Context: an optimization exercise on an open-source flow, tuned for small area and a short achievable clock period. The choices shown serve that exercise and are no tape-out recipe.
In this exercise RTL edits were held to simulation tests only and were not proved equivalent to the original.
Power and IR drop assume default switching activity.

==> design/flow/flow/run.sh <==
#!/bin/bash
# The standard layout with two changes after the standard synthesis:
# the ports get plain buffers (buf_2), and the delay cells are kept out of
# the buffering that placement and repair do (they are slow buffers).
set -euo pipefail
bash standard.sh synth > synth.log 2>&1
export BUFFER_PORTS_ARGS="-buffer_cell sky130_fd_sc_hd__buf_2"
export DONT_USE_CELLS="sky130_fd_sc_hd__clkdlybuf4s15_1 sky130_fd_sc_hd__clkdlybuf4s15_2 sky130_fd_sc_hd__clkdlybuf4s18_1 sky130_fd_sc_hd__clkdlybuf4s18_2 sky130_fd_sc_hd__clkdlybuf4s25_1 sky130_fd_sc_hd__clkdlybuf4s25_2 sky130_fd_sc_hd__clkdlybuf4s50_1 sky130_fd_sc_hd__clkdlybuf4s50_2 sky130_fd_sc_hd__dlygate4sd1_1 sky130_fd_sc_hd__dlygate4sd2_1 sky130_fd_sc_hd__dlygate4sd3_1 sky130_fd_sc_hd__dlymetal6s2s_1 sky130_fd_sc_hd__dlymetal6s4s_1 sky130_fd_sc_hd__dlymetal6s6s_1"
bash standard.sh > layout.log 2>&1
==> design/flow/design.v <==
module ARMSIM(
	input CLOCK_50, rst, fu_EN,
	output[31:0] imem_addr,
	input[31:0] imem_data,
	output dmem_r_en, dmem_w_en,
	output[31:0] dmem_addr, dmem_wdata,
	input[31:0] dmem_rdata,
	output wb_en,
	output[3:0] wb_dest,
	output[31:0] wb_data
);
	wire clk = CLOCK_50;
	function cond_ok;
		input [3:0] c;
		input [3:0] f;  
		begin
			case (c)
				4'b0000: cond_ok = f[2];
				4'b0001: cond_ok = ~f[2];
				4'b0010: cond_ok = f[1];
				4'b0011: cond_ok = ~f[1];
				4'b0100: cond_ok = f[3];
				4'b0101: cond_ok = ~f[3];
				4'b0110: cond_ok = f[0];
				4'b0111: cond_ok = ~f[0];
				4'b1000: cond_ok = f[1] & ~f[2];
				4'b1001: cond_ok = ~f[1] & f[2];
				4'b1010: cond_ok = f[3] == f[0];
				4'b1011: cond_ok = f[3] != f[0];
				4'b1100: cond_ok = ~f[2] & (f[3] == f[0]);
				4'b1101: cond_ok = ~f[2] | (f[3] != f[0]);
				default: cond_ok = 1'b1;
			endcase
		end
	endfunction
	reg [31:0] pc;
	reg [31:0] f_ins;           
	reg [31:0] f_prev;          
	reg f_stall;                
	reg fu_r;                   
	reg [3:0] sr;               
	reg x_wb, x_mr, x_mw, x_br, x_s;    
	reg x_nh;                   
	reg [3:0] x_cond, x_dest;
	reg [31:0] x_a;             
	reg [31:0] x_bv;            
	reg [11:0] x_so;            
	reg [4:0] x_rot;            
	reg x_lsl, x_t11;           
	reg x_los;
	reg x_inv, x_cinc, x_cin1;
	reg x_sum, x_and, x_or, x_xor, x_mov;   
	reg x_fa_mem, x_fb_mem, x_fa_wb, x_fb_wb;
	reg m_wb, m_mr, m_mw, m_sel;
	reg [3:0] m_dest;
	reg [31:0] m_alu, m_st;
	reg w_wb;
	reg [3:0] w_dest;
	reg [31:0] w_val;
	reg [31:0] rf [0:15];
	reg [15:0] rv;              
	wire x_ok = cond_ok(x_cond, sr) & x_nh;
	wire e_wb = x_wb & x_ok;
	wire e_mr = x_mr & x_ok;
	wire e_mw = x_mw & x_ok;
	wire e_br = x_br & x_ok;
	wire e_s  = x_s & x_ok;
	wire [31:0] opa = x_fa_wb ? w_val : x_fa_mem ? m_alu : x_a;
	wire [31:0] opb = x_fb_wb ? w_val : x_fb_mem ? m_alu : x_bv;
	wire [63:0] rot2 = {opb, opb} >> x_rot;
	wire [4:0] sh_n = x_so[11:7];
	reg [31:0] keep;
	integer k;
	always @(*) begin
		for (k = 0; k < 32; k = k + 1)
			keep[k] = x_t11 | (x_lsl ? (k >= sh_n) : (k + sh_n < 32));
	end
	wire [31:0] shv = {x_t11 ? opb[0] : rot2[31], rot2[30:0]} & keep;
	wire [31:0] val2 = x_los ? {20'b0, x_so} : shv;
	wire [31:0] b2 = x_inv ? ~val2 : val2;
	wire cin = x_cin1 | (x_cinc & sr[1]);
	wire [31:0] pg = opa ^ b2;
	wire [31:0] g0 = opa & b2;
	reg [31:0] gg, pp;
	reg [32:0] c;
	integer l, j;
	always @(*) begin
		gg = g0;
		pp = pg;
		for (l = 0; l < 5; l = l + 1)
			for (j = 0; j < 32; j = j + 1)
				if (j & (1 << l)) begin
					gg[j] = gg[j] | (pp[j] & gg[((j >> l) << l) - 1]);
					pp[j] = pp[j] & pp[((j >> l) << l) - 1];
				end
		c = {gg | (pp & {32{cin}}), cin};
	end
	wire [31:0] sum = pg ^ c[31:0];
	wire [31:0] lres = ({32{x_and}} & g0) | ({32{x_or}} & (g0 | pg))
	                 | ({32{x_xor}} & pg) | ({32{x_mov}} & b2);
	wire [31:0] alu = ({32{x_sum}} & sum) | lres;
	wire z_sum = &(~(pg ^ {opa[30:0] | b2[30:0], cin}));
	wire f_z = x_sum ? z_sum : (lres == 32'b0);
	wire f_c = x_sum & (c[32] ^ x_inv);
	wire f_v = x_sum & (c[32] ^ c[31]);
	wire [3:0] flags = {alu[31], f_z, f_c, f_v};
	wire [31:0] ins = f_stall ? f_prev : f_ins;
	wire [1:0] mode = ins[27:26];
	wire [3:0] op = ins[24:21];
	wire i_s = ins[20];
	wire i_imm = ins[25];
	wire [3:0] src1 = ins[19:16];
	wire is_ls = (op == 4'b0100) && (mode == 2'b01);
	wire [3:0] src2 = is_ls ? ins[15:12] : (!i_imm && !ins[4]) ? ins[3:0] : 4'b0;
	wire dp = (mode == 2'b00);
	reg d_wbop;
	always @(*) begin
		case (op)
			4'b1101, 4'b1111, 4'b0100, 4'b0101, 4'b0010, 4'b0110,
			4'b0000, 4'b1100, 4'b0001: d_wbop = 1'b1;
			default: d_wbop = 1'b0;
		endcase
	end
	wire d_wb = (dp & d_wbop) | (is_ls & i_s);
	wire d_mr = is_ls & i_s;
	wire d_mw = is_ls & ~i_s;
	wire d_br = (mode == 2'b10) && (op == 4'b0111);
	wire d_s  = dp & i_s;
	reg d_inv, d_cinc, d_cin1, d_sum, d_and, d_or, d_xor, d_mov;
	always @(*) begin
		{d_inv, d_cinc, d_cin1, d_sum, d_and, d_or, d_xor, d_mov} = 8'b0;
		if (dp) begin
			case (op)
				4'b1101: d_mov = 1'b1;                                 
				4'b1111: begin d_mov = 1'b1; d_inv = 1'b1; end         
				4'b0100: d_sum = 1'b1;                                 
				4'b0101: begin d_sum = 1'b1; d_cinc = 1'b1; end        
				4'b0010, 4'b1010: begin d_sum = 1'b1; d_inv = 1'b1; d_cin1 = 1'b1; end  
				4'b0110: begin d_sum = 1'b1; d_inv = 1'b1; d_cinc = 1'b1; end  
				4'b1100: d_or = 1'b1;                                  
				4'b0001: d_xor = 1'b1;                                 
				default: d_and = 1'b1;                                 
			endcase
		end else begin
			d_sum = 1'b1;  
		end
	end
	wire d_immdp = i_imm & ~is_ls & ~d_br;
	wire [63:0] rimm = {24'b0, ins[7:0], 24'b0, ins[7:0]} >> {ins[11:8], 1'b0};
	wire d_sh0 = d_br | d_immdp;      
	wire [11:0] d_so = (d_sh0 & ~is_ls) ? 12'b0 : ins[11:0];
	wire [4:0] d_rot = (d_so[6:5] == 2'b00) ? 5'd0 - d_so[11:7] :
	                   (d_so[6:5] == 2'b11) ? 5'd0 : d_so[11:7];
	wire [31:0] wbv_n = m_sel ? dmem_rdata : m_alu;
	wire use_b = ~d_sh0 | is_ls;
	wire fa_wb_n  = fu_r & ~d_br & m_wb & (m_dest == src1);
	wire fa_mem_n = fu_r & ~d_br & e_wb & (x_dest == src1) & ~fa_wb_n;
	wire fb_wb_n  = fu_r & use_b & m_wb & (m_dest == src2);
	wire fb_mem_n = fu_r & use_b & e_wb & (x_dest == src2) & ~fb_wb_n;
	wire [15:0] dec1 = 16'b1 << src1;
	wire [15:0] dec2 = 16'b1 << src2;
	wire a_rf = ~d_br;
	wire b_rf = use_b;
	reg [31:0] a_n, b_n;
	integer r;
	always @(*) begin
		a_n = ({32{d_br}} & pc)
		    | ({32{a_rf & ~|(dec1 & rv)}} & {28'b0, src1});
		b_n = ({32{d_br}} & {{8{ins[23]}}, ins[23:0]})
		    | ({32{d_immdp}} & rimm[31:0])
		    | ({32{b_rf & ~|(dec2 & rv)}} & {28'b0, src2});
		for (r = 0; r < 16; r = r + 1) begin
			a_n = a_n | ({32{a_rf & dec1[r] & rv[r]}} & rf[r]);
			b_n = b_n | ({32{b_rf & dec2[r] & rv[r]}} & rf[r]);
		end
	end
	wire ex1 = (x_dest == src1), ex2 = (x_dest == src2);
	wire me1 = (m_dest == src1), me2 = (m_dest == src2);
	wire haz_early = fu_r ? (e_mr & (ex1 | ex2))
	                      : ((e_wb & (ex1 | (~i_imm & ex2))) | (m_wb & (me1 | (~i_imm & me2))));
	wire haz_k = ~fu_r & i_imm & d_mw & ((e_wb & ex2) | (m_wb & me2));
	wire haz_e = haz_early | (haz_k & ~e_s & cond_ok(ins[31:28], sr));
	wire haz_l = haz_k & e_s & cond_ok(ins[31:28], flags);
	wire hazard = haz_e | haz_l;
	wire [31:0] pc_h = haz_e ? pc : e_br ? sum : pc + 32'd1;
	always @(posedge clk) begin
		fu_r <= fu_EN;
		if (rst)
			pc <= 32'b0;
		else
			pc <= haz_l ? pc : pc_h;
		f_ins <= (rst || e_br) ? 32'b0 : imem_data;
		f_prev <= ins;
		f_stall <= ~rst & hazard;
		if (rst)
			sr <= 4'b0;
		else if (e_s)
			sr <= flags;
		if (rst || e_br)
			{x_wb, x_mr, x_mw, x_br, x_s} <= 5'b0;
		else
			{x_wb, x_mr, x_mw, x_br, x_s} <= {d_wb, d_mr, d_mw, d_br, d_s};
		x_nh <= ~hazard;
		x_cond <= ins[31:28];
		x_dest <= ins[15:12];
		x_a <= a_n;
		x_bv <= b_n;
		x_so <= d_so;
		x_rot <= d_rot;
		x_lsl <= (d_so[6:5] == 2'b00);
		x_t11 <= (d_so[6:5] == 2'b11);
		x_los <= is_ls;
		{x_inv, x_cinc, x_cin1} <= {d_inv, d_cinc, d_cin1};
		{x_sum, x_and, x_or, x_xor, x_mov} <= {d_sum, d_and, d_or, d_xor, d_mov};
		{x_fa_mem, x_fb_mem} <= {fa_mem_n, fb_mem_n};
		{x_fa_wb, x_fb_wb} <= {fa_wb_n, fb_wb_n};
		if (rst)
			{m_wb, m_mr, m_mw} <= 3'b0;
		else
			{m_wb, m_mr, m_mw} <= {e_wb, e_mr, e_mw};
		m_sel <= x_mr;
		m_dest <= x_dest;
		m_alu <= alu;
		m_st <= opb;
		if (rst)
			rv <= 16'b0;
		else if (m_wb)
			rv[m_dest] <= 1'b1;
		if (m_wb)
			rf[m_dest] <= wbv_n;
		w_wb <= rst ? 1'b0 : m_wb;
		w_dest <= m_dest;
		w_val <= wbv_n;
	end
	assign imem_addr = pc;
	assign dmem_r_en = m_mr;
	assign dmem_w_en = m_mw;
	assign dmem_addr = m_alu;
	assign dmem_wdata = m_st;
	assign wb_en = w_wb;
	assign wb_dest = w_dest;
	assign wb_data = w_val;
endmodule
==> design/flow/config.mk <==
export PLATFORM = sky130hd
export DESIGN_NAME = ARMSIM
export DESIGN_NICKNAME = ARMSIM
export VERILOG_FILES = /design/flow/design.v
export SDC_FILE = /design/flow/constraint.sdc
export NUM_CORES = 4
export LEC_CHECK = 0
export ABC_AREA = 1
export CAP_MARGIN = 75
export CORE_MARGIN = 2
export CORE_UTILIZATION = 50
export CTS_CLUSTER_DIAMETER = 80
export CTS_CLUSTER_SIZE = 24
export SETUP_SLACK_MARGIN = 0.5
export SLEW_MARGIN = 75
==> design/flow/constraint.sdc <==
create_clock -name core_clock -period 25.0 [get_ports {CLOCK_50}]
set_input_delay 5.0000 -clock core_clock [delete_from_list [all_inputs] [get_ports {CLOCK_50}]]
set_output_delay 5.0000 -clock core_clock [all_outputs]
set_load 0.01 [all_outputs]
==> design/flow/standard.sh <==
#!/bin/bash
# synth_recipe.tcl (not shown) runs the flow's synth.tcl, then flattens the netlist and writes it again
# the make line also repeats each setting of config.mk as NAME=value (left out here)
make -C /OpenROAD-flow-scripts/flow DESIGN_CONFIG=/design/flow/config.mk WORK_HOME=/design/flow/orfs CLKGATE_MAP_FILE= SYNTH_SCRIPT=/design/flow/synth_recipe.tcl "${@:-finish}"
==> results of run 1 <==
## power by group
| part | switching [mW] | internal, mW | total, mW |
|---|---|---|---|
| registers | 0.113 | 1.65 | 1.76 |
| clock network | 0.524 | 0.413 | 0.937 |
| logic | 0.746 | 0.299 | 1.05 |
## layer usage
metal  up-vias  share of wire, %  GRT usage, %
li1      17800                 -             -
met1     19100                38          55.3
met2      2644                43          62.5
met3       514                12          8.84
met4        18               6.9          23.4
met5         -             0.068             0
## state kept, by name (all words and copies together), names as in the netlist, 32 cells and up
name and cells:
pc 32, m_st 32, x_a 32, rf 512
m_alu 32, x_bv 32, f_ins 32, w_val 32
## Yosys cell counts (16+ instances only)
library cell and number:
nand2_1 1127, inv_1 576, edfxtp_1 512, nand3_1 505, dfxtp_1 329, nor2_1 289
o21ai_0 278, a21oi_1 149, clkbuf_1 142, nand4_1 124, o22ai_1 95, a221oi_1 83
ha_1 78, nor3_1 76, o211ai_1 58, xor2_1 57, buf_2 49, a211oi_1 47
buf_1 46, and2_1 42, o2111ai_1 41, a2111oi_0 32, o221ai_1 29, or2_2 27
a22oi_1 25, xnor2_1 25, inv_2 21, nor4_1 21, a22o_1 16, a31oi_1 16
## cells by family after synthesis
kind of cell,after synthesis
xor gates and xnor gates,82
buffers and inverters,857
AOI/OAI and AO/OA,918
and+or+nand+nor,2252
muxes,2
DFF,841
adders and majority gates,79
## path summary, 6_finish.rpt
| path | cells past startpoint | to | slack [ps] | from |
|---|---|---|---|---|
| min reg2reg | 0 | m_sel | 360 | x_mr |
| max reg2reg | 36 | pc[27] | 18940 | x_fb_wb |
| max | 1 | imem_addr[8] | 18580 | pc[8] |
| min | 0 | m_sel | 360 | x_mr |
## stage by stage
| stage | instances | util (%) | setup WS, ps | total power, mW |
|---|---|---|---|---|
| after global routing | 6410 | 58.5 | 18440 | 3.85 |
| final | 6417 | 58.5 | 18580 | 3.74 |
| after floorplan | 5031 | - | 19180 | 2.25 |
| after detailed placement | 6310 | 56.0 | 18820 | 2.77 |
| after CTS | 6399 | 57.9 | 18530 | 3.68 |
| after global placement | 6251 | 53.3 | 17450 | 2.71 |
## final cells by class
type / count / area, µm² / share of cell area (%)
Antenna cell: 7 / 17.5 / 0.0352
Inverter: 609 / 2380 / 4.79
Timing Repair Buffer: 394 / 2980 / 5.99
Clock buffer: 69 / 1320 / 2.66
Clock inverter: 20 / 330 / 0.664
Multi-Input combinational cell: 3333 / 19300 / 38.8
Sequential cell: 841 / 22000 / 44.2
Tap cell: 1144 / 1430 / 2.88
==> impl_metrics.csv, run 1 <==
group,metric,value,unit
outcome,status,"no timing/DRC/antenna violations",
route,dr.pass1.iters,6,
final_layout,final_common_cell,"nand2_1",
clock_tree,clk_pin_slew_worst_paths,100,ps
synth,syn_area,42900,µm²
sta,worst_pin_slew,416,ps
final_layout,drive_gt1_share,15.4,%
critical_path,cp-end-kind,"output port",
sta,slew_violations,0,
synth,synth_compound_area_share,13.9,%
global_routing,track_usage,41.4,%
critical_path,cp_cell_sequence,"buf_2",
power,ir_drop,0.0735,mV
sta,finalHoldViolCount,0,
route,wl_per_cell,29.2,µm
clock_tree,htreeDepth,2,
synth,ys_top_cells_by_area,"edfxtp_1 36%, dfxtp_1 15%, nand2_1 9.9%",
synth,synth_area_per_cell,8.52,µm²
synth,synthDistinctLibCells,66,
clock_tree,cts_setup_buffers,0,
clock_tree,ctsHoldBuffers,0,
min_path,hp-class,"reg2reg",
critical_path,crit_type,"reg2out",
critical_path,crit_slowest_cell,"dfxtp_1",
critical_path,cp.required,20000,ps
floorplanning,die_h,297,µm
synth,synth_top_area_share,35.9,%
floorplanning,die_w,297,µm
synth,synth.largest_area_cell,"edfxtp_1",
synth,synthSimpleGateAreaFrac,23.1,%
critical_path,crit_fanout,6,
floorplanning,core,85000,µm²
sta,rsz0062_at_grt,"false",
place,port_buffers,201,
route,viasPerCell,6.25,
final_layout,final_cell_mix,"1111 x nand2_1, 542 x inv_1, 512 x edfxtp_1, 505 x nand3_1, 299 x dfxtp_1",
place,gp_congestion,1.04,
power,powerDensity,75.2,nW/µm²
final_layout,nFillCells,7497,
critical_path,arrival,1420,ps
final_layout,stdcell_area,49800,µm²
final_layout,syn2layout_area_growth,16.1,%
clock_tree,cts_tree,"built",
critical_path,path_buf_inv,1,
route,num_vias,40100,
critical_path,worstSetupStartpointType,"flop",
place,post-dp-hpwl,139,mm
floorplanning,dieArea,88100,µm²
sta,max_slew_margin,72.1,%
sta,finalSetupTns,0,ps
synth,synth_fp_nets,5177,
sta,setup_viol,0,
floorplanning,io_pins,202,
floorplanning,rows,107,
sta,post-route-period-util,25.7,%
sta,fin_crit,6430,ps
global_routing,grt_pass1_wl,264,mm
synth,synth-main-ff-cell,"edfxtp_1",
clock_tree,cts.sinks,841,
place,dpl_cell_area,47600,µm²
global_routing,grt_max_degree,66,
clock_tree,clk_root_buffer_cell,"clkbuf_16",
synth,synthAdderAreaFrac,2.32,%
global_routing,grt_overflow,0,
job,cap_violations,0,
clock_tree,cts_buffers,48,
route,postRouteAntennaNets,0,
final_layout,finalNetCount,5373,
clock_tree,clk_latency,700,ps
synth,ys_seq_area_share,51.2,%
synth,synth_xor_area_share,1.68,%
synth,netlist_instances,5031,
clock_tree,cts_resized,0,
floorplanning,initial_core_util,50.4,%
sta,clock.fmax,156,MHz
synth,async_flop_share,0,%
synth,synth-seq-cells,841,
synth,synth_top_family_by_area,"simple AND/OR/NAND/NOR gates",
sta,fin_worst_skew,52.9,ps
synth,synthMuxAreaShare,0.0467,%
route,wl,188,mm
route,drt_iter0_markers,5963,
synth,synth_enable_flop_cells,512,
power,p_leak,20.1,nW
global_routing,grt_pass1_vias,36100,
global_routing,antenna_found_initial,17,
sta,fin_hold_ws,362,ps
synth,yosysWarnings,1,
route,route.detailed.drc,0,
critical_path,path_delay_family,"flip-flops",
critical_path,cpPeakStageDelay,520,ps
clock_tree,clockBufferDepth,3,
==> run 2, diff against run 1 <==
--- a/design/flow/config.mk
+++ b/design/flow/config.mk
@@ -8,8 +8,8 @@
 export ABC_AREA = 1
 export CAP_MARGIN = 75
 export CORE_MARGIN = 2
-export CORE_UTILIZATION = 50
-export CTS_CLUSTER_DIAMETER = 80
-export CTS_CLUSTER_SIZE = 24
+export CORE_UTILIZATION = 40
+export CTS_CLUSTER_DIAMETER = 100
+export CTS_CLUSTER_SIZE = 30
 export SETUP_SLACK_MARGIN = 0.5
 export SLEW_MARGIN = 75
==> impl_metrics.csv, run 2 <==
group,metric,value,unit
power,p_leak,20.0,nW
synth,yosysWarnings,1,
sta,max_slew_margin,71.5,%
floorplanning,rows,120,
global_routing,grt_overflow,0,
synth,synthDistinctLibCells,66,
clock_tree,clk_root_buffer_cell,"clkbuf_16",
place,dpl.cell_count,6582,
synth,netlist_instances,5031,
critical_path,cpPeakStageDelay,390,ps
power,ir_drop,0.0531,mV
final_layout,finalNetCount,5376,
critical_path,crit_fanout,33,
synth,async_flop_share,0,%
sta,rsz0062_at_grt,"false",
route,route.detailed.drc,0,
min_path,hp-class,"reg2reg",
critical_path,worstSetupStartpointType,"flop",
synth,synth_common_cells,"1127 x nand2_1, 576 x inv_1, 512 x edfxtp_1, 505 x nand3_1, 329 x dfxtp_1",
synth,synth_enable_flop_cells,512,
sta,fin_worst_skew,54.4,ps
power,powerDensity,73.4,nW/µm²
sta,worst_pin_slew,426,ps
critical_path,arrival,7080,ps
sta,finalHoldViolCount,0,
final_layout,nFillCells,10200,
floorplanning,core,107000,µm²
final_layout,final_cell_mix,"1103 x nand2_1, 543 x inv_1, 512 x edfxtp_1, 499 x nand3_1, 298 x dfxtp_1",
power,power_switching,1.39,mW
power,clockPowerShare,23.1,%
floorplanning,die_h,331,µm
clock_tree,clk_latency,680,ps
sta,finalSetupTns,0,ps
global_routing,grt_util_met1,43.2,%
power,swShare,37.8,%
synth,synth_top_area_share,35.9,%
sta,post-route-period-util,26.0,%
global_routing,grt_pass1_vias,37200,
clock_tree,clk_pin_slew_worst_paths,120,ps
clock_tree,htreeDepth,2,
power,p_seq_share,47.6,%
route,num_vias,40400,
synth,synth_area_per_cell,8.52,µm²
clock_tree,cts_tree,"built",
final_layout,largest_reg_flops,512,
global_routing,antenna_found_initial,17,
floorplanning,dieArea,110000,µm²
final_layout,multi_input_area,19300,µm²
global_routing,grt_use_met2,53.1,%
route,wl,194,mm
synth,synth-seq-cells,841,
floorplanning,io_pins,202,
sta,fin_crit,6490,ps
clock_tree,clockBufferDepth,3,
global_routing,met3_usage,7.41,%
critical_path,critical_path.most_common_cell,"nand3_1",
job,cap_violations,0,
global_routing,grt_pass1_wl,270,mm
floorplanning,initial_core_util,40.2,%
outcome,status,"no timing/DRC/antenna violations",
final_layout,final_common_cell,"nand2_1",
min_path,worstHoldStart,"x_dest[2]",
global_routing,grt_busiest_layer,"met2",
clock_tree,cts_setup_buffers,0,
floorplanning,die_w,331,µm
critical_path,crit_slowest_cell,"ha_1",
power,p_int,2.28,mW
route,postRouteAntennaNets,0,
synth,synth-main-ff-cell,"edfxtp_1",
critical_path,cp.required,25580,ps
synth,synthMostInstantiatedCell,"nand2_1",
synth,ys_seq_area_share,51.2,%
global_routing,grt_max_degree,66,
power,combPwrFrac,29.2,%
place,port_buffers,201,
clock_tree,cts_resized,0,
critical_path,cp-end-kind,"flop",
final_layout,syn2layout_area_growth,16.5,%
final_layout,top_register,"rf",
route,drt_iter0_markers,6225,
route,dr.pass1.iters,7,
sta,clock.fmax,154,MHz
final_layout,drive_gt1_share,15.5,%
final_layout,layout.cells.non_filler,6668,
global_routing,track_usage,34.0,%
clock_tree,cts_buffers,41,
synth,synth_fp_nets,5177,
clock_tree,cts.sinks,841,
route,viasPerCell,6.06,
clock_tree,ctsHoldBuffers,0,
route,wl_per_cell,29.1,µm
critical_path,crit_path_start,"x_fb_mem",
critical_path,r2r_start,"x_fb_mem",
synth,synth.largest_area_cell,"edfxtp_1",
sta,slew_violations,0,
synth,syn_area,42900,µm²
final_layout,final-seq-area,22000,µm²
place,gp_congestion,1.00,
critical_path,crit_type,"reg2reg",
sta,setup_viol,0,
synth,ys_top_cells_by_area,"edfxtp_1 36%, dfxtp_1 15%, nand2_1 9.9%",
place,post-dp-hpwl,144,mm
-- run 2: cell counts after synthesis --
Identical to the previous run, type by type.
-- run 2: logic make-up (layout without fill, tap and decap cells) --
family / Yosys count / count (layout) / synth area share (%)
other cells: 0 / 4 / 0
fa+ha+maj: 79 / 79 / 2.32
compound gates: 918 / 918 / 13.9
mux: 2 / 2 / 0.0467
flops: 841 / 841 / 51.2
xor+xnor: 82 / 82 / 1.68
buf+inv: 857 / 1087 / 7.78
simple gates: 2252 / 2252 / 23.1
-- run 2: path summary, 6_finish.rpt --
kind / end / slack [ps] / cells after the start
setup / recovery: pc[29] / 18510 / 37
setup reg to reg: pc[29] / 18510 / 37
hold reg to reg: m_dest[2] / 370 / 0
hold / removal: m_dest[2] / 370 / 0
-- run 2: layer usage --
layer	part of all wire, %	wire length (µm)
met5	0.019	36
met4	7.4	14300
met3	12	22900
met2	44	85200
met1	37	71500
-- run 2: power groups by stage --
stage               clock, mW  combinational, mW  sequential [mW]
finish                  0.848               1.07             1.75
global route            0.900               1.13             1.75
CTS                     0.851               1.03             1.74
detailed placement          0               1.03             1.77
global placement            0              0.955             1.77
floorplan                   0              0.513             1.74
-- run 2: critical path: cells and delay by family (launching register included) --
family	cells	cell delay, ps
compound gates	4	910
fa+ha+maj	1	390
buf+inv	6	960
flops	1	340
simple gates	26	3790
-- run 2: layout make-up --
| class | instances | share of cell area (%) |
|---|---|---|
| sequential | 841 | 44.1 |
| multi-input combinational | 3333 | 38.6 |
| timing repair buffer | 404 | 6.22 |
| inverter | 609 | 4.76 |
| tap | 1403 | 3.51 |
| clock buffer | 56 | 2.17 |
| clock inverter | 18 | 0.614 |
| antenna | 4 | 0.0200 |
-- run 2: through the flow --
stage          hold slack (ps)  setup slack, ps  power, mW  area, µm²  util, %
6_report                   374            18510       3.67      49900     46.8
5_1_grt                    377            18020       3.77      49900     46.8
4_1_cts                    374            18560       3.62      49500     46.4
3_5_place_dp               359            18640       2.80      48100     45.1
2_1_floorplan              329            19180       2.25      42900        -
3_3_place_gp               361            17490       2.73      45700     42.8
==> run 3, diff against run 2 <==
--- a/design/flow/design.v
+++ b/design/flow/design.v
@@ -65,8 +65,8 @@
 	wire e_mw = x_mw & x_ok;
 	wire e_br = x_br & x_ok;
 	wire e_s  = x_s & x_ok;
-	wire [31:0] opa = x_fa_wb ? w_val : x_fa_mem ? m_alu : x_a;
-	wire [31:0] opb = x_fb_wb ? w_val : x_fb_mem ? m_alu : x_bv;
+	wire [31:0] opa = x_a | ({32{x_fa_wb}} & w_val) | ({32{x_fa_mem}} & m_alu);
+	wire [31:0] opb = x_bv | ({32{x_fb_wb}} & w_val) | ({32{x_fb_mem}} & m_alu);
 	wire [63:0] rot2 = {opb, opb} >> x_rot;
 	wire [4:0] sh_n = x_so[11:7];
 	reg [31:0] keep;
@@ -159,8 +159,8 @@
 	wire fb_mem_n = fu_r & use_b & e_wb & (x_dest == src2) & ~fb_wb_n;
 	wire [15:0] dec1 = 16'b1 << src1;
 	wire [15:0] dec2 = 16'b1 << src2;
-	wire a_rf = ~d_br;
-	wire b_rf = use_b;
+	wire a_rf = ~d_br & ~fa_wb_n & ~fa_mem_n;
+	wire b_rf = use_b & ~fb_wb_n & ~fb_mem_n;
 	reg [31:0] a_n, b_n;
 	integer r;
 	always @(*) begin
--- a/design/flow/config.mk
+++ b/design/flow/config.mk
@@ -8,8 +8,8 @@
 export ABC_AREA = 1
 export CAP_MARGIN = 75
 export CORE_MARGIN = 2
-export CORE_UTILIZATION = 40
-export CTS_CLUSTER_DIAMETER = 100
-export CTS_CLUSTER_SIZE = 30
+export CORE_UTILIZATION = 50
+export CTS_CLUSTER_DIAMETER = 80
+export CTS_CLUSTER_SIZE = 24
 export SETUP_SLACK_MARGIN = 0.5
 export SLEW_MARGIN = 75
==> impl_metrics.csv, run 3 <==
group,metric,value,unit
clock_tree,cts_buffers,47,
synth,synth_enable_flop_cells,512,
place,dpl.cell_count,6147,
route,wl_per_cell,32.4,µm
sta,setup_viol,0,
clock_tree,cts.sinks,841,
synth,synth_top_family_by_area,"simple AND/OR/NAND/NOR gates",
synth,synthDistinctLibCells,68,
critical_path,cpPeakStageDelay,350,ps
global_routing,grt_overflow,0,
synth,ys_top_cells_by_area,"edfxtp_1 36%, dfxtp_1 15%, nand2_1 10%",
final_layout,final_common_cell,"nand2_1",
route,drt_iter0_markers,6455,
final_layout,top_register,"rf",
synth,synthMuxAreaShare,0.868,%
global_routing,grt_max_degree,52,
clock_tree,cts_setup_buffers,0,
synth,synth_common_cells,"1165 x nand2_1, 513 x nand3_1, 512 x edfxtp_1, 450 x inv_1, 329 x dfxtp_1",
route,viasPerCell,6.48,
synth,syn_area,42700,µm²
synth,synth_fp_nets,5054,
synth,synth.largest_area_cell,"edfxtp_1",
synth,synthMostInstantiatedCell,"nand2_1",
sta,post-route-period-util,26.2,%
critical_path,crit_fanout,38,
clock_tree,clk_root_buffer_cell,"clkbuf_16",
clock_tree,cts_resized,0,
synth,synth_area_per_cell,8.69,µm²
sta,max_slew_margin,71.8,%
clock_tree,clockBufferDepth,3,
power,power_switching,1.17,mW
min_path,hp-class,"reg2reg",
clock_tree,ctsHoldBuffers,0,
sta,finalHoldViolCount,0,
power,p_leak,19.4,nW
sta,fin_worst_skew,63.8,ps
final_layout,largest_reg_flops,512,
route,route.detailed.drc,0,
clock_tree,clk_latency,710,ps
critical_path,critical_path.most_common_cell,"nand3_1",
sta,rsz0062_at_grt,"false",
route,dr.pass1.iters,9,
synth,netlist_instances,4908,
floorplanning,die_w,296,µm
synth,synthSimpleGateAreaFrac,25.1,%
final_layout,syn2layout_area_growth,13.8,%
synth,synth_xor_area_share,1.72,%
final_layout,utilization,57.2,%
place,post-dp-hpwl,144,mm
critical_path,crit_type,"reg2reg",
synth,synth_top_area_share,36.0,%
synth,synth-main-ff-cell,"edfxtp_1",
critical_path,crit_slowest_cell,"ha_1",
critical_path,path_delay_family,"simple AND/OR/NAND/NOR gates",
place,dpl_cell_area,46800,µm²
power,combPwrFrac,22.7,%
outcome,status,"no timing/DRC/antenna violations",
global_routing,track_usage,45.4,%
place,gp_congestion,1.07,
critical_path,arrival,7110,ps
floorplanning,dieArea,87700,µm²
global_routing,grt_pass1_wl,278,mm
sta,slew_violations,0,
final_layout,stdcell_area,48600,µm²
clock_tree,htreeDepth,2,
final_layout,nFillCells,7751,
route,postRouteAntennaNets,0,
global_routing,grt_pass1_vias,37400,
sta,worst_pin_slew,423,ps
floorplanning,die_h,296,µm
floorplanning,io_pins,202,
route,wl,203,mm
synth,yosysWarnings,1,
final_layout,finalNetCount,5204,
power,powerDensity,69.4,nW/µm²
floorplanning,rows,107,
final_layout,layout.cells.non_filler,6245,
synth,synth-seq-cells,841,
sta,fin_hold_ws,350,ps
synth,ys_seq_area_share,51.5,%
sta,fin_crit,6550,ps
critical_path,worstSetupStartpointType,"flop",
global_routing,antenna_found_initial,21,
critical_path,cp.required,25560,ps
final_layout,final_cell_mix,"1146 x nand2_1, 513 x nand3_1, 512 x edfxtp_1, 431 x inv_1, 285 x dfxtp_1",
sta,clock.fmax,153,MHz
power,p_seq_share,50.8,%
synth,synthAdderAreaFrac,2.33,%
power,p_int,2.20,mW
synth,async_flop_share,0,%
job,cap_violations,0,
critical_path,path_buf_inv,8,
route,num_vias,40500,
power,clockPowerShare,26.5,%
final_layout,drive_gt1_share,14.7,%
floorplanning,core,84900,µm²
clock_tree,clk_pin_slew_worst_paths,100,ps
place,port_buffers,201,
power,ir_drop,0.0681,mV
power,swShare,34.8,%
clock_tree,cts_tree,"built",
synth,synth_compound_area_share,11.5,%
floorplanning,initial_core_util,50.3,%
sta,finalSetupTns,0,ps
critical_path,cp-end-kind,"flop",
-- run 3: changes by cell type in the layout (fill, tap and decap cells not counted), sizes merged, moves of 29 or more --
cell     change
a2111oi     -29
and2        -42
nand2       +67
o22ai       -39
nand4       +91
inv        -112
o21ai      -108
a22oi       +46
mux2        +32
buf         -60
-- run 3: final timing paths --
kind	start	endpoint	slack [ps]	cells after the start
worst min register to register	x_mr	m_sel	350	0
worst max-delay path	x_rot[0]	f_stall	18450	35
worst min-delay path	x_mr	m_sel	350	0
worst max register to register	x_rot[0]	f_stall	18450	35
-- run 3: per-layer routing --
metal | vias up | part of all wire, % | wire, µm | global-route usage, %
met5 | - | 0.046 | 94 | 0
met4 | 14 | 8.9 | 18000 | 33.4
met3 | 799 | 13 | 25900 | 12.7
met2 | 2976 | 43 | 86400 | 68.0
met1 | 19300 | 36 | 72200 | 56.1
li1 | 17400 | - | - | -
-- run 3: cell families (layout without fill, tap and decap cells) --
| family | after synthesis | in the layout |
|---|---|---|
| XOR/XNOR | 84 | 84 |
| adder cells (fa/ha/maj) | 79 | 79 |
| AO/OA/AOI/OAI | 743 | 743 |
| other | 0 | 5 |
| buffers and inverters | 726 | 914 |
| multiplexers | 33 | 33 |
| AND/OR/NAND/NOR | 2402 | 2402 |
| flip-flops | 841 | 841 |
-- run 3: through the flow --
stage                     total power [mW]  setup slack [ps]
after detailed placement              2.46             18620
after global routing                  3.45             18090
after floorplan                       2.07             19330
after global placement                2.43             17750
final                                 3.37             18450
after CTS                             3.32             18530
-- run 3: cell type report --
type,instances,area (µm²),share of cell area (%)
antenna,5,12.5,0.0258
inverter,491,2010,4.13
clock inverter,16,250,0.515
timing repair buffer,336,2670,5.50
tap,1144,1430,2.95
multi-input combinational,3341,18900,38.9
clock buffer,71,1300,2.67
sequential,841,22000,45.3
-- run 3: worst register-to-register path: cells and delay by family (launching register included) --
kind | cells | cell delay [ps]
and+or+nand+nor | 25 | 4050
buffers and inverters | 8 | 1470
adders and majority gates | 1 | 350
DFF | 1 | 320
xor gates and xnor gates | 1 | 270
-- run 3: power by group through the flow --
stage	Clock (mW)	Combinational, mW	Sequential, mW
final	0.893	0.764	1.71
after global routing	0.940	0.802	1.71
after CTS	0.891	0.726	1.71
after detailed placement	0	0.723	1.74
after global placement	0	0.692	1.74
after floorplan	0	0.386	1.69
==> run 4, diff against run 3 <==
--- a/design/flow/config.mk
+++ b/design/flow/config.mk
@@ -11,5 +11,6 @@
 export CORE_UTILIZATION = 50
 export CTS_CLUSTER_DIAMETER = 80
 export CTS_CLUSTER_SIZE = 24
+export PLACE_DENSITY = 0.72
 export SETUP_SLACK_MARGIN = 0.5
 export SLEW_MARGIN = 75
==> impl_metrics.csv, run 4 <==
group,metric,value,unit
power,swShare,34.3,%
synth,async_flop_share,0,%
clock_tree,cts.sinks,841,
critical_path,path_delay_family,"flip-flops",
global_routing,antenna_found_initial,12,
synth,synth_enable_flop_cells,512,
power,power_switching,1.15,mW
clock_tree,htreeDepth,2,
critical_path,crit_fanout,4,
critical_path,crit_slowest_cell,"dfxtp_1",
route,num_vias,40700,
final_layout,utilization,57.2,%
power,p_seq_share,50.8,%
min_path,hp-class,"reg2reg",
route,viasPerCell,6.52,
final_layout,layout.cells.non_filler,6235,
synth,synth_common_cells,"1165 x nand2_1, 513 x nand3_1, 512 x edfxtp_1, 450 x inv_1, 329 x dfxtp_1",
power,p_int,2.20,mW
final_layout,final_common_cell,"nand2_1",
critical_path,crit_type,"reg2out",
synth,yosysWarnings,1,
global_routing,track_usage,41.9,%
power,powerDensity,69.0,nW/µm²
power,combPwrFrac,22.5,%
place,gp_congestion,1.14,
sta,worst_pin_slew,419,ps
global_routing,grt_overflow,0,
place,post-dp-hpwl,133,mm
clock_tree,cts_tree,"built",
sta,setup_viol,0,
clock_tree,cts_buffers,47,
floorplanning,core,84900,µm²
clock_tree,clockBufferDepth,3,
power,clockPowerShare,26.7,%
global_routing,grt_pass1_wl,262,mm
route,drt_iter0_markers,6721,
floorplanning,io_pins,202,
critical_path,path_depth,1,
job,cap_violations,0,
synth,synthMostInstantiatedCell,"nand2_1",
route,dr.pass1.iters,11,
floorplanning,dieArea,87700,µm²
clock_tree,clk_latency,680,ps
sta,slew_violations,0,
critical_path,cp_cell_sequence,"buf_2",
final_layout,syn2layout_area_growth,13.8,%
synth,syn_area,42700,µm²
sta,finalSetupTns,0,ps
synth,synth-seq-cells,841,
power,p_leak,19.4,nW
floorplanning,die_h,296,µm
clock_tree,cts_setup_buffers,0,
synth,synthDistinctLibCells,68,
floorplanning,initial_core_util,50.3,%
sta,post-route-period-util,25.9,%
route,postRouteAntennaNets,0,
clock_tree,ctsHoldBuffers,0,
critical_path,reg2regPathDepth,35,
global_routing,grt_max_degree,54,
synth,netlist_instances,4908,
final_layout,top_register,"rf",
final_layout,finalNetCount,5197,
critical_path,cp.required,20000,ps
critical_path,cpPeakStageDelay,580,ps
synth,synth_area_per_cell,8.69,µm²
route,wl,189,mm
sta,fin_hold_ws,352,ps
global_routing,grt_pass1_vias,37500,
synth,ys_seq_area_share,51.5,%
route,route.detailed.drc,0,
critical_path,worstSetupStartpointType,"flop",
critical_path,cp-end-kind,"output port",
floorplanning,rows,107,
sta,fin_worst_skew,45.4,ps
sta,rsz0062_at_grt,"false",
route,wl_per_cell,30.2,µm
critical_path,path_buf_inv,1,
sta,finalHoldViolCount,0,
outcome,status,"no timing/DRC/antenna violations",
sta,fin_crit,6480,ps
floorplanning,die_w,296,µm
sta,clock.fmax,154,MHz
place,dpl.cell_count,6125,
synth,synth_top_area_share,36.0,%
synth,synth_fp_nets,5054,
synth,synth.largest_area_cell,"edfxtp_1",
clock_tree,cts_resized,0,
synth,ys_top_cells_by_area,"edfxtp_1 36%, dfxtp_1 15%, nand2_1 10%",
power,ir_drop,0.0594,mV
final_layout,drive_gt1_share,14.5,%
critical_path,arrival,1480,ps
final_layout,final_cell_mix,"1146 x nand2_1, 512 x edfxtp_1, 511 x nand3_1, 437 x inv_1, 293 x dfxtp_1",
min_path,min_path_cells,0,
final_layout,largest_reg_flops,512,
sta,max_slew_margin,72.1,%
clock_tree,clk_pin_slew_worst_paths,100,ps
clock_tree,clk_root_buffer_cell,"clkbuf_16",
place,port_buffers,201,
synth,synth-main-ff-cell,"edfxtp_1",
==> run 4: cell counts after synthesis <==
No cell type changed its count.
==> run 4: final timing paths <==
check                              start           end  slack (ps)
worst max register to register  x_rot[0]        pc[16]       18600
worst min register to register      x_mr         m_sel         350
worst max-delay path            m_alu[4]  dmem_addr[4]       18520
worst min-delay path                x_mr         m_sel         350
==> run 4: power groups by stage <==
stage          registers [mW]  clock network [mW]  logic, mW
2_1_floorplan            1.69                   0      0.386
3_3_place_gp             1.72                   0      0.669
3_5_place_dp             1.72                   0      0.704
4_1_cts                  1.69               0.889      0.708
5_1_grt                  1.70               0.940      0.789
6_report                 1.70               0.894      0.754
==> run 4: cell type report <==
cell class | count | area, µm²
Inverter | 491 | 2050
Fill cell | 7414 | 36300
Clock buffer | 61 | 1230
Tap cell | 1144 | 1430
Sequential cell | 841 | 22000
Antenna cell | 7 | 17.5
Clock inverter | 21 | 305
Timing Repair Buffer | 329 | 2600
Multi-Input combinational cell | 3341 | 18900
==> run 4: per-stage QoR <==
stage	cell area, µm²	setup WS, ps	power, mW
3_5_place_dp	46600	18730	2.43
3_3_place_gp	44500	17500	2.39
2_1_floorplan	42700	19330	2.07
4_1_cts	48100	18510	3.29
5_1_grt	48500	18290	3.43
6_report	48600	18520	3.35
==> run 4: kinds of logic (layout without fill, tap and decap cells) <==
group | count (synthesis) | after routing | synth area share (%)
DFF | 841 | 841 | 51.5
xor gates and xnor gates | 84 | 84 | 1.72
muxes | 33 | 33 | 0.868
adders and majority gates | 79 | 79 | 2.33
and+or+nand+nor | 2402 | 2402 | 25.1
buffers and inverters | 726 | 902 | 7.04
other | 0 | 7 | 0
AOI/OAI and AO/OA | 743 | 743 | 11.5
==> run 4: routing by layer <==
metal / routed length (µm) / vias to the layer above / global-route usage [%]
met4: 18700 / 4 / 33.9
met5: 34 / - / 0
met1: 63500 / 18900 / 50.1
li1: - / 17400 / -
met2: 78800 / 3425 / 61.7
met3: 27600 / 942 / 14.1
==> run 5, diff against run 4 <==
--- a/design/flow/config.mk
+++ b/design/flow/config.mk
@@ -6,11 +6,11 @@
 export NUM_CORES = 4
 export LEC_CHECK = 0
 export ABC_AREA = 1
-export CAP_MARGIN = 75
+export CAP_MARGIN = 65
 export CORE_MARGIN = 2
 export CORE_UTILIZATION = 50
 export CTS_CLUSTER_DIAMETER = 80
 export CTS_CLUSTER_SIZE = 24
 export PLACE_DENSITY = 0.72
 export SETUP_SLACK_MARGIN = 0.5
-export SLEW_MARGIN = 75
+export SLEW_MARGIN = 65
==> impl_metrics.csv, run 5 <==
group,metric,value,unit
outcome,status,"no timing/DRC/antenna violations",
power,power_switching,1.14,mW
synth,synth-seq-cells,841,
route,wl,188,mm
min_path,hp-class,"reg2reg",
clock_tree,cts_resized,0,
synth,synthMostInstantiatedCell,"nand2_1",
critical_path,worstSetupStartpointType,"flop",
global_routing,antenna_found_initial,11,
sta,slew_violations,0,
floorplanning,initial_core_util,50.3,%
route,num_vias,40300,
synth,ys_top_cells_by_area,"edfxtp_1 36%, dfxtp_1 15%, nand2_1 10%",
synth,synth.largest_area_cell,"edfxtp_1",
place,port_buffers,201,
critical_path,arrival,7710,ps
place,post-dp-hpwl,128,mm
job,cap_violations,0,
clock_tree,clk_latency,690,ps
synth,yosysWarnings,1,
clock_tree,clk_root_buffer_cell,"clkbuf_16",
route,wl_per_cell,30.4,µm
critical_path,cp.required,25570,ps
power,swShare,34.2,%
route,viasPerCell,6.53,
synth,synthDistinctLibCells,68,
critical_path,cp-end-kind,"flop",
floorplanning,die_h,296,µm
final_layout,final_common_cell,"nand2_1",
power,clockPowerShare,27.4,%
final_layout,final_cell_mix,"1160 x nand2_1, 513 x nand3_1, 512 x edfxtp_1, 445 x inv_1, 321 x dfxtp_1",
clock_tree,cts_tree,"built",
final_layout,finalNetCount,5136,
floorplanning,rows,107,
place,gp_congestion,1.14,
power,p_int,2.19,mW
synth,synth_top_area_share,36.0,%
sta,fin_crit,7150,ps
sta,worst_pin_slew,596,ps
power,p_leak,18.8,nW
floorplanning,die_w,296,µm
sta,max_slew_margin,60.2,%
floorplanning,dieArea,87700,µm²
synth,syn_area,42700,µm²
critical_path,cpPeakStageDelay,450,ps
sta,finalSetupTns,0,ps
power,powerDensity,71.3,nW/µm²
global_routing,grt_overflow,0,
power,combPwrFrac,21.7,%
sta,clock.fmax,140,MHz
power,p_seq_share,50.9,%
critical_path,crit_fanout,38,
critical_path,crit_type,"reg2reg",
synth,netlist_instances,4908,
final_layout,drive_gt1_share,11.3,%
clock_tree,clockBufferDepth,3,
sta,finalHoldViolCount,0,
global_routing,grt_pass1_vias,37300,
route,dr.pass1.iters,7,
power,p_total,3.33,mW
synth,synth_fp_nets,5054,
synth,ys_seq_area_share,51.5,%
global_routing,grt_max_degree,64,
sta,rsz0062_at_grt,"false",
clock_tree,ctsHoldBuffers,0,
sta,post-route-period-util,28.6,%
clock_tree,htreeDepth,2,
power,ir_drop,0.0537,mV
global_routing,track_usage,41.7,%
sta,setup_viol,0,
synth,async_flop_share,0,%
final_layout,syn2layout_area_growth,9.61,%
clock_tree,clk_pin_slew_worst_paths,100,ps
synth,synth_enable_flop_cells,512,
clock_tree,cts.sinks,841,
synth,synth_common_cells,"1165 x nand2_1, 513 x nand3_1, 512 x edfxtp_1, 450 x inv_1, 329 x dfxtp_1",
clock_tree,cts_buffers,47,
critical_path,critical_path.most_common_cell,"nand2_1",
global_routing,grt_pass1_wl,261,mm
final_layout,top_register,"rf",
clock_tree,cts_setup_buffers,0,
route,postRouteAntennaNets,0,
critical_path,crit_slowest_cell,"ha_1",
final_layout,largest_reg_flops,512,
route,route.detailed.drc,0,
critical_path,path_buf_inv,6,
synth,synth-main-ff-cell,"edfxtp_1",
synth,synth_area_per_cell,8.69,µm²
floorplanning,io_pins,202,
critical_path,path_delay_family,"simple AND/OR/NAND/NOR gates",
route,drt_iter0_markers,7114,
sta,fin_worst_skew,47.9,ps
floorplanning,core,84900,µm²
## run 5: per-layer routing
metal  part of all wire [%]  track usage, %  vias up  routed length [µm]
met3                     14            13.1      865               27000
met4                    9.7            32.5        4               18200
met2                     42            62.0     3349               78800
li1                       -               -    17300                   -
met1                     34            50.3    18800               63500
met5                  0.014               0        -                  27
## run 5: area by class of cell
type | count | area [µm²]
clock buffers | 64 | 1240
flip-flops and latches | 841 | 22000
multi-input cells | 3341 | 18100
fillers | 7648 | 38100
inverters | 491 | 1970
clock inverters | 20 | 339
well taps | 1144 | 1430
diodes | 4 | 10.0
repair buffers | 268 | 1660
## run 5: stage by stage
| stage | instance area, µm² | worst slack [ps] | instances | utilization [%] | hold WS, ps |
|---|---|---|---|---|---|
| global placement | 44500 | 17500 | 6076 | 52.5 | 341 |
| detailed placement | 45000 | 18190 | 6082 | 53.1 | 336 |
| global route | 46800 | 17590 | 6169 | 55.1 | 355 |
| CTS | 46600 | 18170 | 6166 | 54.9 | 351 |
| floorplan | 42700 | 19330 | 4908 | - | 329 |
| finish | 46800 | 17850 | 6173 | 55.1 | 351 |
## run 5: power groups by stage
stage	Sequential, mW	Combinational [mW]	Clock, mW
finish	1.70	0.723	0.912
global route	1.69	0.757	0.955
CTS	1.69	0.682	0.903
detailed placement	1.72	0.679	0
global placement	1.72	0.669	0
floorplan	1.69	0.386	0
## run 5: worst paths after layout
kind / start / endpoint / slack (ps) / cells after the start
setup / recovery: x_rot[0] / pc[21] / 17850 / 34
hold / removal: x_mr / m_sel / 350 / 0
hold reg to reg: x_mr / m_sel / 350 / 0
setup reg to reg: x_rot[0] / pc[21] / 17850 / 34
## run 5: worst register-to-register path: cells and delay by family (launching register included)
kind	cells	cell delay, ps
simple gates	26	4560
buf+inv	6	1370
fa+ha+maj	1	450
xor+xnor	1	350
flops	1	310
## run 5: logic make-up (layout without fill, tap and decap cells)
family                     Yosys count  count (layout)  share of synthesized area, %
DFF                                841             841                          51.5
AOI/OAI and AO/OA                  743             743                          11.5
buffers and inverters              726             843                          7.04
muxes                               33              33                         0.868
xor gates and xnor gates            84              84                          1.72
other                                0               4                             0
adders and majority gates           79              79                          2.33
and+or+nand+nor                   2402            2402                          25.1
==> run 6, diff against run 5 <==
--- a/design/flow/config.mk
+++ b/design/flow/config.mk
@@ -11,6 +11,5 @@
 export CORE_UTILIZATION = 50
 export CTS_CLUSTER_DIAMETER = 80
 export CTS_CLUSTER_SIZE = 24
-export PLACE_DENSITY = 0.72
 export SETUP_SLACK_MARGIN = 0.5
 export SLEW_MARGIN = 65
==> impl_metrics.csv, run 6 <==
group,metric,value,unit
sta,setup_viol,0,
critical_path,reg2reg_to,"f_stall",
synth,synth_area_per_cell,8.69,µm²
final_layout,syn2layout_area_growth,10.1,%
synth,synthMostInstantiatedCell,"nand2_1",
sta,slew_violations,0,
power,clockPowerShare,26.9,%
clock_tree,cts_resized,0,
final_layout,layout.cells.non_filler,6197,
final_layout,final_cell_mix,"1160 x nand2_1, 513 x nand3_1, 512 x edfxtp_1, 442 x inv_1, 317 x dfxtp_1",
power,power_switching,1.16,mW
synth,synth-main-ff-cell,"edfxtp_1",
synth,synth-seq-cells,841,
critical_path,crit_type,"reg2reg",
clock_tree,ctsHoldBuffers,0,
critical_path,path_delay_family,"simple AND/OR/NAND/NOR gates",
route,dr.pass1.iters,8,
critical_path,crit_slowest_cell,"buf_4",
place,dpl.cell_count,6102,
sta,clock.fmax,147,MHz
clock_tree,cts_buffers,47,
floorplanning,rows,107,
route,postRouteAntennaNets,0,
sta,finalSetupTns,0,ps
final_layout,stdcell_area,47000,µm²
critical_path,crit_path_start,"x_rot[0]",
power,powerDensity,71.2,nW/µm²
synth,synthDistinctLibCells,68,
final_layout,drive_gt1_share,11.6,%
synth,synth_top_area_share,36.0,%
synth,async_flop_share,0,%
synth,synth_enable_flop_cells,512,
floorplanning,die_w,296,µm
critical_path,cpPeakStageDelay,410,ps
route,wl,202,mm
floorplanning,core,84900,µm²
critical_path,path_buf_inv,7,
critical_path,path_depth,36,
power,combPwrFrac,21.9,%
synth,synth_common_cells,"1165 x nand2_1, 513 x nand3_1, 512 x edfxtp_1, 450 x inv_1, 329 x dfxtp_1",
clock_tree,clk_pin_slew_worst_paths,90,ps
route,viasPerCell,6.44,
synth,syn_area,42700,µm²
sta,finalHoldViolCount,0,
outcome,status,"no timing/DRC/antenna violations",
critical_path,worstSetupStartpointType,"flop",
sta,rsz0062_at_grt,"false",
place,port_buffers,201,
critical_path,reg2regPathDepth,36,
sta,post-route-period-util,27.3,%
floorplanning,dieArea,87700,µm²
global_routing,grt_pass1_vias,36900,
min_path,min_path_cells,0,
place,dpl_cell_area,45300,µm²
sta,worst_pin_slew,593,ps
clock_tree,cts.sinks,841,
place,gp_congestion,1.07,
floorplanning,io_pins,202,
power,p_seq_share,51.2,%
global_routing,grt_pass1_wl,277,mm
critical_path,r2r_start,"x_rot[0]",
clock_tree,clockBufferDepth,3,
synth,netlist_instances,4908,
floorplanning,initial_core_util,50.3,%
power,p_int,2.18,mW
sta,fin_worst_skew,39.8,ps
clock_tree,clk_latency,690,ps
power,ir_drop,0.0826,mV
power,swShare,34.8,%
synth,yosysWarnings,1,
route,drt_iter0_markers,6536,
critical_path,crit_fanout,33,
final_layout,largest_reg_flops,512,
final_layout,final_common_cell,"nand2_1",
min_path,hp-class,"reg2reg",
critical_path,arrival,7370,ps
critical_path,cp-end-kind,"flop",
clock_tree,cts_tree,"built",
clock_tree,clk_root_buffer_cell,"clkbuf_16",
synth,ys_seq_area_share,51.5,%
route,wl_per_cell,32.6,µm
global_routing,grt_overflow,0,
final_layout,finalNetCount,5155,
critical_path,cp.required,25550,ps
place,post-dp-hpwl,140,mm
global_routing,antenna_found_initial,15,
synth,ys_top_cells_by_area,"edfxtp_1 36%, dfxtp_1 15%, nand2_1 10%",
job,cap_violations,0,
route,route.detailed.drc,0,
synth,synth.largest_area_cell,"edfxtp_1",
critical_path,endpoint,"f_stall",
sta,max_slew_margin,60.0,%
final_layout,top_register,"rf",
power,p_leak,18.9,nW
global_routing,grt_max_degree,52,
floorplanning,die_h,296,µm
clock_tree,htreeDepth,2,
critical_path,r2r_slack,18180,ps
critical_path,critical_path.most_common_cell,"nand2_1",
global_routing,track_usage,45.3,%
clock_tree,cts_setup_buffers,0,
synth,synth_fp_nets,5054,
route,num_vias,39900,
sta,fin_crit,6820,ps
[run 6: per-layer routing]
layer	track usage (%)	vias to the layer above	share of wire, %
met5	0	-	0.052
met4	31.7	12	8.3
met3	13.3	718	13
met2	67.9	2884	43
met1	56.1	19000	36
li1	-	17300	-
[run 6: worst min-delay path by stage]
stage / startpoint / end / slack [ps]
after detailed placement: x_mr / m_sel / 340
after floorplan: m_dest[2] / w_dest[2] / 330
after global placement: x_mr / m_sel / 330
after CTS: x_mr / m_sel / 350
final: x_mr / m_sel / 350
after global routing: x_mr / m_sel / 360
[run 6: final cells by class]
type | instances | area (µm²)
Tap cell | 1144 | 1430
Antenna cell | 6 | 15.0
Inverter | 491 | 1940
Fill cell | 7812 | 37900
Multi-Input combinational cell | 3341 | 18100
Clock buffer | 71 | 1320
Clock inverter | 16 | 243
Timing Repair Buffer | 287 | 1920
Sequential cell | 841 | 22000
[run 6: power groups by stage]
stage	combinational, mW	sequential [mW]	clock, mW
finish	0.732	1.71	0.899
detailed placement	0.696	1.73	0
global route	0.771	1.71	0.947
CTS	0.699	1.70	0.898
floorplan	0.386	1.69	0
global placement	0.692	1.74	0
[run 6: metrics by stage]
step	hold WS [ps]	power, mW	setup slack [ps]	util [%]
after floorplan	329	2.07	19330	-
after global placement	333	2.43	17750	52.6
after detailed placement	339	2.43	18350	53.3
after CTS	353	3.30	18320	55.2
after global routing	362	3.42	17800	55.3
final	351	3.34	18180	55.3
[run 6: logic make-up after synthesis]
| logic type | synth area share, % |
|---|---|
| AOI/OAI and AO/OA | 11.5 |
| DFF | 51.5 |
| adders and majority gates | 2.33 |
| buffers and inverters | 7.04 |
| xor gates and xnor gates | 1.72 |
| and+or+nand+nor | 25.1 |
| muxes | 0.868 |
==> run 7, diff against run 6 <==
--- a/design/flow/config.mk
+++ b/design/flow/config.mk
@@ -6,10 +6,10 @@
 export NUM_CORES = 4
 export LEC_CHECK = 0
 export ABC_AREA = 1
-export CAP_MARGIN = 65
+export CAP_MARGIN = 85
 export CORE_MARGIN = 2
 export CORE_UTILIZATION = 50
 export CTS_CLUSTER_DIAMETER = 80
 export CTS_CLUSTER_SIZE = 24
 export SETUP_SLACK_MARGIN = 0.5
-export SLEW_MARGIN = 65
+export SLEW_MARGIN = 85
==> impl_metrics.csv, run 7 <==
group,metric,value,unit
sta,rsz0062_at_grt,"false",
clock_tree,cts_tree,"built",
route,viasPerCell,6.48,
final_layout,syn2layout_area_growth,34.3,%
clock_tree,ctsHoldBuffers,0,
global_routing,grt_util_met1,58.0,%
final_layout,nFillCells,6611,
synth,netlist_instances,4908,
final_layout,finalNetCount,5576,
global_routing,grt_max_degree,36,
synth,synth_top_area_share,36.0,%
synth,synth-seq-cells,841,
min_path,worstHoldStart,"x_mr",
place,post-dp-hpwl,163,mm
power,p_leak,22.9,nW
synth,synthMostInstantiatedCell,"nand2_1",
final_layout,drive_gt1_share,28.8,%
critical_path,cp.required,25510,ps
power,ir_drop,0.0790,mV
critical_path,crit_type,"reg2reg",
critical_path,critical_path.most_common_cell,"clkdlybuf4s50_1",
clock_tree,clk_latency,700,ps
job,cap_violations,0,
min_path,hp-class,"reg2reg",
global_routing,grt_use_met2,71.5,%
place,dpl_cell_area,54300,µm²
synth,synth-main-ff-cell,"edfxtp_1",
sta,fin_crit,10040,ps
sta,finalHoldViolCount,0,
synth,async_flop_share,0,%
global_routing,antenna_found_initial,20,
global_routing,grt_pass1_wl,292,mm
synth,synth_fp_nets,5054,
clock_tree,cts_buffers,45,
global_routing,grt_pass1_vias,40100,
critical_path,crit_fanout,29,
route,wl_per_cell,31.9,µm
floorplanning,die_h,296,µm
floorplanning,initial_core_util,50.3,%
synth,syn_area,42700,µm²
sta,post-route-period-util,40.2,%
clock_tree,clockBufferDepth,3,
clock_tree,clk_pin_slew_worst_paths,110,ps
synth,synth_enable_flop_cells,512,
final_layout,top_register,"rf",
synth,synth_area_per_cell,8.69,µm²
floorplanning,core,84900,µm²
outcome,status,"no timing/DRC/antenna violations",
clock_tree,clk_root_buffer_cell,"clkbuf_16",
synth,yosysWarnings,1,
sta,slew_violations,0,
global_routing,met3_usage,12.8,%
final_layout,largest_reg_flops,512,
global_routing,grt_overflow,0,
power,powerDensity,62.0,nW/µm²
critical_path,arrival,10560,ps
sta,postLayoutSetupSlackWorst,14960,ps
floorplanning,io_pins,202,
floorplanning,die_w,296,µm
synth,ys_top_cells_by_area,"edfxtp_1 36%, dfxtp_1 15%, nand2_1 10%",
route,dr.pass1.iters,6,
sta,finalSetupTns,0,ps
place,port_buffers,201,
synth,synthDistinctLibCells,68,
place,dp_slack,18450,ps
floorplanning,dieArea,87700,µm²
global_routing,track_usage,47.2,%
floorplanning,rows,107,
critical_path,cp-end-kind,"flop",
route,postRouteAntennaNets,0,
synth,ys_seq_area_share,51.5,%
synth,synth.largest_area_cell,"edfxtp_1",
synth,synth_common_cells,"1165 x nand2_1, 513 x nand3_1, 512 x edfxtp_1, 450 x inv_1, 329 x dfxtp_1",
route,wl,211,mm
sta,setup_viol,0,
clock_tree,htreeDepth,2,
place,gp_congestion,1.07,
sta,worst_pin_slew,284,ps
route,drt_iter0_markers,6609,
critical_path,r2r_start,"f_stall",
sta,fin_worst_skew,41.4,ps
route,num_vias,42900,
final_layout,final_cell_mix,"1100 x nand2_1, 512 x edfxtp_1, 485 x nand3_1, 374 x inv_1, 273 x buf_2",
clock_tree,cts.sinks,841,
critical_path,crit_path_start,"f_stall",
clock_tree,cts_setup_buffers,0,
critical_path,crit_slowest_cell,"clkdlybuf4s50_1",
route,route.detailed.drc,0,
sta,max_slew_margin,80.9,%
final_layout,final_common_cell,"nand2_1",
global_routing,grt_busiest_layer,"met2",
critical_path,worstSetupStartpointType,"flop",
final_layout,stdcell_area,57300,µm²
sta,clock.fmax,99.6,MHz
critical_path,cpPeakStageDelay,560,ps
clock_tree,cts_resized,0,
==> run 7: through the flow <==
stage                     hold WS, ps  utilization, %  total power [mW]  instances
after CTS                         365            65.7              3.46       6577
after global routing              377            67.5              3.63       6612
after floorplan                   329               -              2.07       4908
after global placement            333            52.6              2.43       6088
after detailed placement          341            64.0              2.63       6493
final                             362            67.5              3.55       6618
==> run 7: per-layer routing <==
metal  vias to the layer above  part of all wire, %
met4                        14                  9.4
met3                       934                   12
met5                         -                0.058
met2                      3311                   43
li1                      18200                    -
met1                     20500                   35
==> run 7: final cells by class <==
| class | instances | area (µm²) | area share [%] |
|---|---|---|---|
| Timing Repair Buffer | 710 | 7040 | 12.3 |
| Sequential cell | 841 | 22200 | 38.7 |
| Multi-Input combinational cell | 3341 | 23100 | 40.2 |
| Inverter | 491 | 2130 | 3.72 |
| Clock buffer | 72 | 1230 | 2.14 |
| Clock inverter | 12 | 209 | 0.365 |
| Antenna cell | 7 | 17.5 | 0.0306 |
| Tap cell | 1144 | 1430 | 2.50 |
==> run 7: worst max-delay path, delay by kind of cell, from the launching register on <==
kind	cells	cell delay (ps)
AND/OR/NAND/NOR	10	1290
AO/OA/AOI/OAI	4	600
flip-flops	1	420
buffers and inverters	23	7540
==> run 7: power by group <==
part	total (mW)	internal [mW]	switching (mW)
Sequential	1.73	1.61	0.114
Clock	0.859	0.357	0.501
Combinational	0.969	0.332	0.638
Total	3.55	2.30	1.25
==> run 7: cells by family (layout without fill, tap and decap cells) <==
family	count (synthesis)	count (layout)	synth area share, %
buf+inv	726	1285	7.04
fa+ha+maj	79	79	2.33
other cells	0	7	0
compound gates	743	743	11.5
flops	841	841	51.5
simple gates	2402	2402	25.1
mux	33	33	0.868
xor+xnor	84	84	1.72
==> run 7: final timing paths <==
check                           depth (start not counted)  slack (ps)      to
worst max-delay path                                   37       14960  x_a[1]
worst min-delay path                                    0         360   m_sel
worst max register to register                         37       14960  x_a[1]
worst min register to register                          0         360   m_sel

[static timing again, ports no longer ideal]
The flow's constraints put no driver on any port. The routed layouts listed below were extracted and timed again, unchanged, in two steps.
Step 1, drivers: a clkbuf_16 drives CLOCK_50 and a buf_2 each remaining input, both assumed.
Step 2 moves the port delays by t, midway between the first and last clock arrival at a register: inputs arrive t later, outputs are due t later. That takes back most of the time a late clock gives input paths.
Three values: no drivers, after step 1, after step 2; two values: the first two.
| run | t (ns) | setup WS [ns] | worst setup path at the end |
|---|---|---|---|
| run 1 | 0.740 | 18.575 / 18.503 / 18.930 | input to register |
| run 2 | 0.727 | 18.507 / 18.487 / 18.507 | register to register |
| run 3 | 0.748 | 18.451 / 18.446 / 18.451 | register to register |
| run 4 | 0.732 | 18.517 / 18.448 / 18.595 | register to register |
| run 5 | 0.728 | 17.854 / 17.854 / 17.854 | register to register |
| run 6 | 0.742 | 18.175 / 18.175 / 18.175 | register to register |
| run 7 | 0.748 | 14.956 / 14.956 / 14.956 | register to register |
After both steps setup and hold are still met in every run listed.
